This is an optimization exercise on Yosys and OpenROAD, whose aim is small area, not a production implementation.
Only simulation tests tie the RTL to the original design; equivalence was not proved.
Power is estimated from default activity; no workload was simulated.

`design/flow/design.v`:
```
`timescale 1ns/1ps
  module small_fifo
    #(parameter WIDTH = 72,
      parameter MAX_DEPTH_BITS = 3,
      parameter PROG_FULL_THRESHOLD = 2**MAX_DEPTH_BITS - 1
      )
    (
     input [WIDTH-1:0] din,      
     input          wr_en,    
     input          rd_en,    
     output reg [WIDTH-1:0]  dout,     
     output         full,
     output         nearly_full,
     output         prog_full,
     output         empty,
     input          reset,
     input          clk
     );
parameter MAX_DEPTH        = 2 ** MAX_DEPTH_BITS;
reg [WIDTH-1:0] queue [MAX_DEPTH - 1 : 0];
reg [MAX_DEPTH_BITS - 1 : 0] rd_ptr;
reg [MAX_DEPTH_BITS - 1 : 0] wr_ptr;
reg [MAX_DEPTH_BITS : 0] depth;
always @(posedge clk)
begin
   if (wr_en)
      queue[wr_ptr] <= din;
   if (rd_en)
      dout <=
	      queue[rd_ptr];
end
always @(posedge clk)
begin
   if (reset) begin
      rd_ptr <= 'h0;
      wr_ptr <= 'h0;
      depth  <= 'h0;
   end
   else begin
      if (wr_en) wr_ptr <= wr_ptr + 'h1;
      if (rd_en) rd_ptr <= rd_ptr + 'h1;
      if (wr_en & ~rd_en) depth <=
				   depth + 'h1;
      else if (~wr_en & rd_en) depth <=
				   depth - 'h1;
   end
end
assign full = depth == MAX_DEPTH;
assign prog_full = (depth >= PROG_FULL_THRESHOLD);
assign nearly_full = depth >= MAX_DEPTH-1;
assign empty = depth == 'h0;
always @(posedge clk)
begin
   if (wr_en && depth == MAX_DEPTH && !rd_en)
      $display($time, " ERROR: Attempt to write to full FIFO: %m");
   if (rd_en && depth == 'h0)
      $display($time, " ERROR: Attempt to read an empty FIFO: %m");
end
endmodule  
`timescale 1ns/1ps
  module fallthrough_small_fifo
    #(parameter WIDTH = 72,
      parameter MAX_DEPTH_BITS = 3,
      parameter PROG_FULL_THRESHOLD = 2**MAX_DEPTH_BITS - 1)
    (
     input [WIDTH-1:0] din,      
     input          wr_en,    
     input          rd_en,    
     output [WIDTH-1:0]  dout,     
     output         full,
     output         nearly_full,
     output         prog_full,
     output reg     empty,
     input          reset,
     input          clk
     );
   reg  fifo_rd_en, empty_nxt;
   small_fifo
     #(.WIDTH (WIDTH),
       .MAX_DEPTH_BITS (MAX_DEPTH_BITS),
       .PROG_FULL_THRESHOLD (PROG_FULL_THRESHOLD))
       fifo
        (.din           (din),
         .wr_en         (wr_en),
         .rd_en         (fifo_rd_en),
         .dout          (dout),
         .full          (full),
         .nearly_full   (nearly_full),
         .prog_full     (prog_full),
         .empty         (fifo_empty),
         .reset         (reset),
         .clk           (clk)
         );
   always @(*) begin
      empty_nxt  = empty;
      fifo_rd_en = 0;
      case (empty)
         1'b1: begin
            if(!fifo_empty) begin
               fifo_rd_en = 1;
               empty_nxt  = 0;
            end
         end
         1'b0: begin
            if(rd_en) begin
               if(fifo_empty) begin
                  empty_nxt = 1;
               end
               else begin
                  fifo_rd_en = 1;
               end
            end
         end
      endcase  
   end  
   always @(posedge clk) begin
      if(reset) begin
         empty <= 1'b1;
      end
      else begin
         empty <= empty_nxt;
      end
   end
   always @(posedge clk)
   begin
      if (wr_en && full) begin
         $display("%t ERROR: Attempt to write to full FIFO: %m", $time);
      end
      if (rd_en && empty) begin
         $display("%t ERROR: Attempt to read an empty FIFO: %m", $time);
      end
   end  
endmodule  
module bram_output_queues
#(
    parameter C_M_AXIS_DATA_WIDTH=64,
    parameter C_S_AXIS_DATA_WIDTH=64,
    parameter C_M_AXIS_TUSER_WIDTH=32,
    parameter C_S_AXIS_TUSER_WIDTH=32,
    parameter C_S_AXI_DATA_WIDTH=32,
    parameter NUM_QUEUES=5
)
(
    input axi_aclk,
    input axi_resetn,
    input [C_S_AXIS_DATA_WIDTH - 1:0] s_axis_tdata,
    input [((C_S_AXIS_DATA_WIDTH / 8)) - 1:0] s_axis_tstrb,
    input [C_S_AXIS_TUSER_WIDTH-1:0] s_axis_tuser,
    input s_axis_tvalid,
    output reg s_axis_tready,
    input s_axis_tlast,
    output [C_M_AXIS_DATA_WIDTH - 1:0] m_axis_tdata_0,
    output [((C_M_AXIS_DATA_WIDTH / 8)) - 1:0] m_axis_tstrb_0,
    output [C_M_AXIS_TUSER_WIDTH-1:0] m_axis_tuser_0,
    output  m_axis_tvalid_0,
    input m_axis_tready_0,
    output  m_axis_tlast_0,
    output [C_M_AXIS_DATA_WIDTH - 1:0] m_axis_tdata_1,
    output [((C_M_AXIS_DATA_WIDTH / 8)) - 1:0] m_axis_tstrb_1,
    output [C_M_AXIS_TUSER_WIDTH-1:0] m_axis_tuser_1,
    output  m_axis_tvalid_1,
    input m_axis_tready_1,
    output  m_axis_tlast_1,
    output [C_M_AXIS_DATA_WIDTH - 1:0] m_axis_tdata_2,
    output [((C_M_AXIS_DATA_WIDTH / 8)) - 1:0] m_axis_tstrb_2,
    output [C_M_AXIS_TUSER_WIDTH-1:0] m_axis_tuser_2,
    output  m_axis_tvalid_2,
    input m_axis_tready_2,
    output  m_axis_tlast_2,
    output [C_M_AXIS_DATA_WIDTH - 1:0] m_axis_tdata_3,
    output [((C_M_AXIS_DATA_WIDTH / 8)) - 1:0] m_axis_tstrb_3,
    output [C_M_AXIS_TUSER_WIDTH-1:0] m_axis_tuser_3,
    output  m_axis_tvalid_3,
    input m_axis_tready_3,
    output  m_axis_tlast_3,
    output [C_M_AXIS_DATA_WIDTH - 1:0] m_axis_tdata_4,
    output [((C_M_AXIS_DATA_WIDTH / 8)) - 1:0] m_axis_tstrb_4,
    output [C_M_AXIS_TUSER_WIDTH-1:0] m_axis_tuser_4,
    output  m_axis_tvalid_4,
    input m_axis_tready_4,
    output  m_axis_tlast_4,
    output reg  [C_S_AXI_DATA_WIDTH-1:0] bytes_stored,
    output reg  [NUM_QUEUES-1:0]         pkt_stored,
    output [C_S_AXI_DATA_WIDTH-1:0]  bytes_removed_0,
    output [C_S_AXI_DATA_WIDTH-1:0]  bytes_removed_1,
    output [C_S_AXI_DATA_WIDTH-1:0]  bytes_removed_2,
    output [C_S_AXI_DATA_WIDTH-1:0]  bytes_removed_3,
    output [C_S_AXI_DATA_WIDTH-1:0]  bytes_removed_4,
    output                           pkt_removed_0,
    output                           pkt_removed_1,
    output                           pkt_removed_2,
    output                           pkt_removed_3,
    output                           pkt_removed_4,
    output reg [C_S_AXI_DATA_WIDTH-1:0]  bytes_dropped,
    output reg [NUM_QUEUES-1:0]          pkt_dropped
);
   function integer log2;
      input integer number;
      begin
         log2=0;
         while(2**log2<number) begin
            log2=log2+1;
         end
      end
   endfunction  
   localparam NUM_QUEUES_WIDTH = log2(NUM_QUEUES);
   localparam BUFFER_SIZE         = 128;  
   localparam BUFFER_SIZE_WIDTH   = log2(BUFFER_SIZE/(C_M_AXIS_DATA_WIDTH/8));
   localparam MAX_PACKET_SIZE = 64;
   localparam BUFFER_THRESHOLD = (BUFFER_SIZE-MAX_PACKET_SIZE)/(C_M_AXIS_DATA_WIDTH/8);
   localparam NUM_STATES = 3;
   localparam IDLE = 0;
   localparam WR_PKT = 1;
   localparam DROP = 2;
   localparam NUM_METADATA_STATES = 2;
   localparam WAIT_HEADER = 0;
   localparam WAIT_EOP = 1;
   reg [NUM_QUEUES-1:0]                nearly_full;
   wire [NUM_QUEUES-1:0]               nearly_full_fifo;
   wire [NUM_QUEUES-1:0]               empty;
   reg [NUM_QUEUES-1:0]                metadata_nearly_full;
   wire [NUM_QUEUES-1:0]               metadata_nearly_full_fifo;
   wire [NUM_QUEUES-1:0]               metadata_empty;
   wire [C_M_AXIS_TUSER_WIDTH-1:0]             fifo_out_tuser[NUM_QUEUES-1:0];
   wire [C_M_AXIS_DATA_WIDTH-1:0]        fifo_out_tdata[NUM_QUEUES-1:0];
   wire [((C_M_AXIS_DATA_WIDTH/8))-1:0]  fifo_out_tstrb[NUM_QUEUES-1:0];
   wire [NUM_QUEUES-1:0] 	           fifo_out_tlast;
   wire [NUM_QUEUES-1:0]               rd_en;
   reg [NUM_QUEUES-1:0]                wr_en;
   reg [NUM_QUEUES-1:0]                metadata_rd_en;
   reg [NUM_QUEUES-1:0]                metadata_wr_en;
   reg [NUM_QUEUES-1:0]          cur_queue;
   reg [NUM_QUEUES-1:0]          cur_queue_next;
   wire [NUM_QUEUES-1:0]         oq;
   reg [NUM_STATES-1:0]                state;
   reg [NUM_STATES-1:0]                state_next;
   reg [NUM_METADATA_STATES-1:0]       metadata_state[NUM_QUEUES-1:0];
   reg [NUM_METADATA_STATES-1:0]       metadata_state_next[NUM_QUEUES-1:0];
   reg								   first_word, first_word_next;
   reg [NUM_QUEUES-1:0] pkt_stored_next;
   reg [C_S_AXI_DATA_WIDTH-1:0] bytes_stored_next;
   reg [NUM_QUEUES-1:0] pkt_dropped_next;
   reg [C_S_AXI_DATA_WIDTH-1:0] bytes_dropped_next;
   reg [NUM_QUEUES-1:0] pkt_removed;
   reg [C_S_AXI_DATA_WIDTH-1:0] bytes_removed[NUM_QUEUES-1:0];
   generate
   genvar i;
   for(i=0; i<NUM_QUEUES; i=i+1) begin: output_queues
      fallthrough_small_fifo
        #( .WIDTH(C_M_AXIS_DATA_WIDTH+C_M_AXIS_DATA_WIDTH/8+1),
           .MAX_DEPTH_BITS(BUFFER_SIZE_WIDTH),
           .PROG_FULL_THRESHOLD(BUFFER_THRESHOLD))
      output_fifo
        ( 
         .dout                           ({fifo_out_tlast[i], fifo_out_tstrb[i], fifo_out_tdata[i]}),
         .full                           (),
         .nearly_full                    (),
	 	 .prog_full                      (nearly_full_fifo[i]),
         .empty                          (empty[i]),
         .din                            ({s_axis_tlast, s_axis_tstrb, s_axis_tdata}),
         .wr_en                          (wr_en[i]),
         .rd_en                          (rd_en[i]),
         .reset                          (~axi_resetn),
         .clk                            (axi_aclk));
      fallthrough_small_fifo
        #( .WIDTH(C_M_AXIS_TUSER_WIDTH),
           .MAX_DEPTH_BITS(2))
      metadata_fifo
        ( 
         .dout                           (fifo_out_tuser[i]),
         .full                           (),
         .nearly_full                    (metadata_nearly_full_fifo[i]),
	 	 .prog_full                      (),
         .empty                          (metadata_empty[i]),
         .din                            (s_axis_tuser),
         .wr_en                          (metadata_wr_en[i]),
         .rd_en                          (metadata_rd_en[i]),
         .reset                          (~axi_resetn),
         .clk                            (axi_aclk));
   always @(*) begin
        metadata_rd_en[i] = 1'b0;
        pkt_removed[i]= 1'b0;
	bytes_removed[i]=32'b0;
	metadata_state_next[i] = metadata_state[i];
      	case(metadata_state[i])
      		WAIT_HEADER: begin
      			if(rd_en[i]) begin
      				metadata_state_next[i] = fifo_out_tlast[i] ? WAIT_HEADER : WAIT_EOP;
      				metadata_rd_en[i] = 1'b1;
				pkt_removed[i]= 1'b1;
				bytes_removed[i]=fifo_out_tuser[i][15:0];
      			end
      		end
      		WAIT_EOP: begin
      			if(rd_en[i] & fifo_out_tlast[i]) begin
      				metadata_state_next[i] = WAIT_HEADER;
      			end
      		end
        endcase
      end
      always @(posedge axi_aclk) begin
      	if(~axi_resetn) begin
         	metadata_state[i] <= WAIT_HEADER;
      	end
      	else begin
         	metadata_state[i] <= metadata_state_next[i];
      	end
      end
   end 
   endgenerate
   localparam DST_POS = 24;
   assign oq = s_axis_tuser[DST_POS] |
   			   (s_axis_tuser[DST_POS + 2] << 1) |
   			   (s_axis_tuser[DST_POS + 4] << 2) |
   			   (s_axis_tuser[DST_POS + 6] << 3) |
   			   ((s_axis_tuser[DST_POS + 1] | s_axis_tuser[DST_POS + 3] | s_axis_tuser[DST_POS + 5] | s_axis_tuser[DST_POS + 7]) << 4);
   always @(*) begin
      state_next     = state;
      cur_queue_next = cur_queue;
      wr_en          = 0;
      metadata_wr_en = 0;
      s_axis_tready  = 0;
      first_word_next = first_word;
      bytes_stored_next = 0;
      pkt_stored_next = 0;
      pkt_dropped_next = 0;
      bytes_dropped_next = 0;
      case(state)
        IDLE: begin
           cur_queue_next = oq;
           if(s_axis_tvalid) begin
              if(~|((nearly_full | metadata_nearly_full) & oq)) begin  
                  state_next = WR_PKT;
                  first_word_next = 1'b1;
		  pkt_stored_next = oq;
		  bytes_stored_next = s_axis_tuser[15:0];
              end
              else begin
              	  state_next = DROP;
	          pkt_dropped_next = oq;
		  bytes_dropped_next = s_axis_tuser[15:0];
              end
           end
        end
        WR_PKT: begin
           s_axis_tready = 1;
           if(s_axis_tvalid) begin
           		first_word_next = 1'b0;
				wr_en = cur_queue;
				if(first_word) begin
					metadata_wr_en = cur_queue;
				end
				if(s_axis_tlast) begin
					state_next = IDLE;
				end
           end
        end  
        DROP: begin
           s_axis_tready = 1;
           if(s_axis_tvalid & s_axis_tlast) begin
           	  state_next = IDLE;
           end
        end
      endcase  
   end  
   always @(posedge axi_aclk) begin
      if(~axi_resetn) begin
         state <= IDLE;
         cur_queue <= 0;
         first_word <= 0;
 	 bytes_stored <= 0;
         pkt_stored <= 0;
         pkt_dropped <=0;
         bytes_dropped <=0;
      end
      else begin
         state <= state_next;
         cur_queue <= cur_queue_next;
         first_word <= first_word_next;
	 bytes_stored <= bytes_stored_next;
         pkt_stored <= pkt_stored_next;
         pkt_dropped<= pkt_dropped_next;
         bytes_dropped<= bytes_dropped_next;
      end
      nearly_full <= nearly_full_fifo;
      metadata_nearly_full <= metadata_nearly_full_fifo;
   end
   assign m_axis_tdata_0	 = fifo_out_tdata[0];
   assign m_axis_tstrb_0	 = fifo_out_tstrb[0];
   assign m_axis_tuser_0	 = fifo_out_tuser[0];
   assign m_axis_tlast_0	 = fifo_out_tlast[0];
   assign m_axis_tvalid_0	 = ~empty[0];
   assign rd_en[0]		 = m_axis_tready_0 & ~empty[0];
   assign pkt_removed_0		 = pkt_removed[0];
   assign bytes_removed_0          = bytes_removed[0];
   assign m_axis_tdata_1	 = fifo_out_tdata[1];
   assign m_axis_tstrb_1	 = fifo_out_tstrb[1];
   assign m_axis_tuser_1	 = fifo_out_tuser[1];
   assign m_axis_tlast_1	 = fifo_out_tlast[1];
   assign m_axis_tvalid_1	 = ~empty[1];
   assign rd_en[1]		 = m_axis_tready_1 & ~empty[1];
   assign pkt_removed_1          = pkt_removed[1];
   assign bytes_removed_1          = bytes_removed[1];
   assign m_axis_tdata_2	 = fifo_out_tdata[2];
   assign m_axis_tstrb_2	 = fifo_out_tstrb[2];
   assign m_axis_tuser_2	 = fifo_out_tuser[2];
   assign m_axis_tlast_2	 = fifo_out_tlast[2];
   assign m_axis_tvalid_2	 = ~empty[2];
   assign rd_en[2]		 = m_axis_tready_2 & ~empty[2];
   assign pkt_removed_2          = pkt_removed[2];
   assign bytes_removed_2          = bytes_removed[2];
   assign m_axis_tdata_3	 = fifo_out_tdata[3];
   assign m_axis_tstrb_3	 = fifo_out_tstrb[3];
   assign m_axis_tuser_3	 = fifo_out_tuser[3];
   assign m_axis_tlast_3	 = fifo_out_tlast[3];
   assign m_axis_tvalid_3	 = ~empty[3];
   assign rd_en[3]		 = m_axis_tready_3 & ~empty[3];
   assign pkt_removed_3          = pkt_removed[3];
   assign bytes_removed_3          = bytes_removed[3];
   assign m_axis_tdata_4	 = fifo_out_tdata[4];
   assign m_axis_tstrb_4	 = fifo_out_tstrb[4];
   assign m_axis_tuser_4	 = fifo_out_tuser[4];
   assign m_axis_tlast_4	 = fifo_out_tlast[4];
   assign m_axis_tvalid_4	 = ~empty[4];
   assign rd_en[4]		 = m_axis_tready_4 & ~empty[4];
   assign pkt_removed_4          = pkt_removed[4];
   assign bytes_removed_4          = bytes_removed[4];
endmodule
```
`design/flow/run.sh`:
```
#!/bin/bash
# synth_recipe.tcl (not shown) runs the flow's synth.tcl, then flattens the netlist and writes it again
# the make line also repeats each setting of config.mk as NAME=value (left out here)
make -C /OpenROAD-flow-scripts/flow DESIGN_CONFIG=/design/flow/config.mk WORK_HOME=/design/flow/orfs CLKGATE_MAP_FILE= SYNTH_SCRIPT=/design/flow/synth_recipe.tcl finish
```
`design/flow/config.mk`:
```
export PLATFORM = sky130hd
export DESIGN_NAME = bram_output_queues
export DESIGN_NICKNAME = bram_output_queues
export VERILOG_FILES = /design/flow/design.v
export SDC_FILE = /design/flow/constraint.sdc
export NUM_CORES = 4
export LEC_CHECK = 0
export CAP_MARGIN = 20
export CORE_MARGIN = 2
export CORE_UTILIZATION = 45
export SLEW_MARGIN = 20
```
`design/flow/constraint.sdc`:
```
create_clock -name core_clock -period 5.0 [get_ports {axi_aclk}]
set_input_delay 1.0000 -clock core_clock [delete_from_list [all_inputs] [get_ports {axi_aclk}]]
set_output_delay 1.0000 -clock core_clock [all_outputs]
set_load 0.01 [all_outputs]
```
==> summary.txt <==
## cell usage in the layout, fill, tap and decap left out, types with 10 or more instances in the layout
| cell | n |
|---|---|
| nor2_1 | 117 |
| nor2_4 | 49 |
| xor2_1 | 47 |
| inv_1 | 58 |
| buf_4 | 310 |
| ha_1 | 75 |
| nand2_1 | 75 |
| or3_1 | 12 |
| clkbuf_16 | 723 |
| mux2i_1 | 30 |
| dfxtp_4 | 20 |
| xnor2_1 | 25 |
| clkinvlp_4 | 19 |
| inv_16 | 10 |
| mux4_2 | 1973 |
| a21oi_1 | 45 |
| dfxtp_1 | 149 |
| clkbuf_8 | 13 |
| clkbuf_1 | 183 |
| fa_1 | 10 |
| and2_4 | 16 |
| clkdlybuf4s50_1 | 690 |
| edfxtp_1 | 7005 |
| clkinv_16 | 30 |
| o21ai_0 | 26 |
| diode_2 | 22 |
| and3_1 | 20 |
| nand2b_1 | 11 |
| and2_1 | 122 |
| nor3_4 | 16 |
| a21o_1 | 14 |
| buf_12 | 135 |
| conb_1 | 112 |
| clkinv_1 | 137 |
| bufinv_16 | 55 |
| clkinv_2 | 115 |
## layout make-up
type / count / share of cell area
tap: 7837 / 0.0316
inverter: 64 / 0.000831
clock buffer: 920 / 0.0611
multi-input combinational: 2888 / 0.164
sequential: 7180 / 0.690
clock inverter: 388 / 0.0137
timing repair buffer: 1149 / 0.0391
antenna: 22 / 0.000177
## kinds of logic after synthesis
group | synth area share
fa+ha+maj | 0.00425
buf+inv | 0.0153
other cells | 0.0000140
xor+xnor | 0.00236
mux | 0.167
compound gates | 0.00270
flops | 0.799
simple gates | 0.00921
## flip-flops by register name, summed over array words and instances (netlist names)
signal / flops
metadata_state: 5
output_queues.metadata_fifo.fifo.dout: 160
output_queues.metadata_fifo.fifo.rd_ptr: 10
output_queues.output_fifo.fifo.wr_ptr: 20
output_queues.output_fifo.empty: 5
state: 2
bytes_stored: 16
output_queues.metadata_fifo.fifo.wr_ptr: 10
nearly_full: 5
output_queues.metadata_fifo.fifo.queue: 640
output_queues.output_fifo.fifo.rd_ptr: 20
cur_queue: 5
output_queues.output_fifo.fifo.dout: 365
output_queues.metadata_fifo.fifo.depth: 15
metadata_nearly_full: 5
first_word: 1
output_queues.output_fifo.fifo.queue: 5840
pkt_stored: 5
pkt_dropped: 5
output_queues.metadata_fifo.empty: 5
bytes_dropped: 16
output_queues.output_fifo.fifo.depth: 25
## through the flow
stage / cell area (um2) / cells / util / power, mW / TNS, ps
2_1_floorplan: 268000 / 10746 / - / 93.1 / -1966350
3_3_place_gp: 287000 / 19113 / 0.483 / 109 / 0
3_5_place_dp: 287000 / 19113 / 0.483 / 109 / 0
4_1_cts: 310000 / 20421 / 0.522 / 162 / 0
5_1_grt: 310000 / 20428 / 0.523 / 165 / 0
6_report: 310000 / 20448 / 0.523 / 160 / 0
## how the worst min path moves through the flow
stage	cells past startpoint	slack [ps]	end	from
after floorplan	2	420	nearly_full[1]	output_queues[1].output_fifo.fifo.depth[4]
after global placement	1	450	metadata_nearly_full[2]	output_queues[2].metadata_fifo.fifo.depth[2]
after detailed placement	1	470	metadata_nearly_full[2]	output_queues[2].metadata_fifo.fifo.depth[2]
after CTS	1	200	output_queues[3].output_fifo.fifo.queue[12][31]	s_axis_tdata[31]
after global routing	1	250	output_queues[3].output_fifo.fifo.queue[14][31]	s_axis_tdata[31]
final	1	290	output_queues[3].output_fifo.fifo.queue[15][31]	s_axis_tdata[31]
## report_power, final
group	internal, mW	switching (mW)	total, mW	leakage [nW]
Combinational	16.6	17.6	34.2	19.0
Clock	29.9	22.9	52.8	11.2
Sequential	70.1	3.08	73.1	64.8
Total	117	43.6	160	95.1
## layer usage
layer  vias to the layer above  wire length, um  track usage
li1                      48140                -            -
met3                       870            49200       0.0366
met5                         -               13            0
met4                         2            22500       0.0638
met1                     66410           274000        0.312
met2                      5136           361000        0.398
==> impl_metrics.toml <==
[critical_path]
rr_endpoint = "output_queues[1].output_fifo.fifo.depth[4]"
crit_path_start_kind = "flop"
endpoint = "s_axis_tready"
max_stage_delay_ps = 710
crit_family = "buffers and inverters"
critPathBufInv = 2
crit_required_ps = 4000
rrSetupSlack_ps = 1580
r2r-start = "state[1]"
critPathSlowestCell = "clkdlybuf4s50_1"
path_max_fanout = 4
crit_start = "state[1]"
r2r_cells = 11
crit_type = "flop to primary output"
crit_cells = 3
cp-end-kind = "primary output"
crit_arrival_ps = 2980
crit_chain = "inv_1 -> ha_1 -> clkdlybuf4s50_1"

[timing]
skew_ps = 63.4
rsz0062_at_grt = "no"
min_period_ps = 3980
fin_crit_sh = 0.796
max-slew-margin-rel = 0.197
worst_pin_slew_ps = 1210
max_freq_mhz = 251
setup_violations = 0
hold_viol_final = 0
hold_slack_ps = 290
slew_viol_final = 0
worst_slack_ps = 1020

[routing]
drt_first_pass_iters = 6
wirelength_mm = 707
vias_per_cell = 5.90
ant_nets = 0
wire_per_inst_um = 34.6
drtIter0Drc = 13821
drc = 0
dr_total_vias = 120558

[grt]
grt_max_degree = 88
antenna_found_initial = 57
grt_pass1_vias = 122871
grt_pass1_wl_mm = 983
grt_usage = 0.232
globalRoute.totalOverflow = 0

[synthesis]
yosysUniqueCellTypes = 49
yosys_register_bits = 7180
ys.flop_type = "edfxtp_1"
synth_area_leaders = "edfxtp_1 (79%), mux4_2 (17%), dfxtp_1 (1.3%)"
synth_top_area_frac = 0.786
syn_area_per_cell_um2 = 25.2
synth_common_cells = "edfxtp_1 (7005), mux4_2 (1973), clkbuf_1 (213)"
synth_edf_count = 7005
yosys.area.top_type = "edfxtp_1"
netlist_instances = 10635
netlist_area_um2 = 268000
ys_async_sr_fraction = 0
yosysWarnings = 13
yosysMostFrequentCell = "edfxtp_1"
ys_seq_area_frac = 0.799

[cts]
numClockSinks = 7180
cts-buffers-inserted = 715
h-tree-depth = 6
cts_root_buffer = "clkbuf_16"
ctsHoldBuffers = 0
ctsLongestPathBuffers = 4
clock_latency_ps = 1160
clkTransAtPathRegs_ps = 60
postCtsSetupRepairBufs = 0
cts.repair.resized = 0
cts_tree = "built"

[status]
status = "complete, no violations"

[layout]
fin_nets = 12196
area_delta_synth_final_pct = 15.9
drive_above_1_share = 0.283
fill_cells = 44861
seqCellArea_um2 = 214000
multi_input_area_um2 = 50800

[power_and_ir_drop]
p_leak_nw = 95.1
power_density_nw_per_um2 = 516
vdd_drop_max_mv = 0.408

[floorplanning]
core_um2 = 593000
ios = 883
dieArea_um2 = 601000
initial_core_util = 0.451
die_w_um = 775
die_h_um = 775
fp-row-count = 283

[min_path]
hold_class = "input pin to flop"

[placed_design]
place_hpwl_mm = 426
portBuffers = 770
place.gp.congestion = 0.874
dpl_worst_slack_ps = 829

[run]
drv_cap = 0

==> re-timing with driven ports <==
No port has a modelled driver above. Below, the same layout with a new extraction and two added sets of constraints. Step 1 assumes that a clkbuf_16 drives the clock port and a buf_2 every other input. Step 2, shift: input delay + t, output delay - t, t = (earliest + latest rising clock arrival at the registers) / 2. This alone moves slack from input paths to output paths. Slacks: no drivers / after step 1 / after step 2; pairs: no drivers / after step 1.
t, ns: 1.244
slack for setup (ns): 1.022 / 0.864 / 0.626
worst register clock-pin slew, ns: 0.07 / 0.07
pins driven straight from the clock port: 1
After both steps this run still meets setup and hold. For this run, drivers alone change the setup slack by -0.158 ns; drivers and shift together by -0.396 ns.
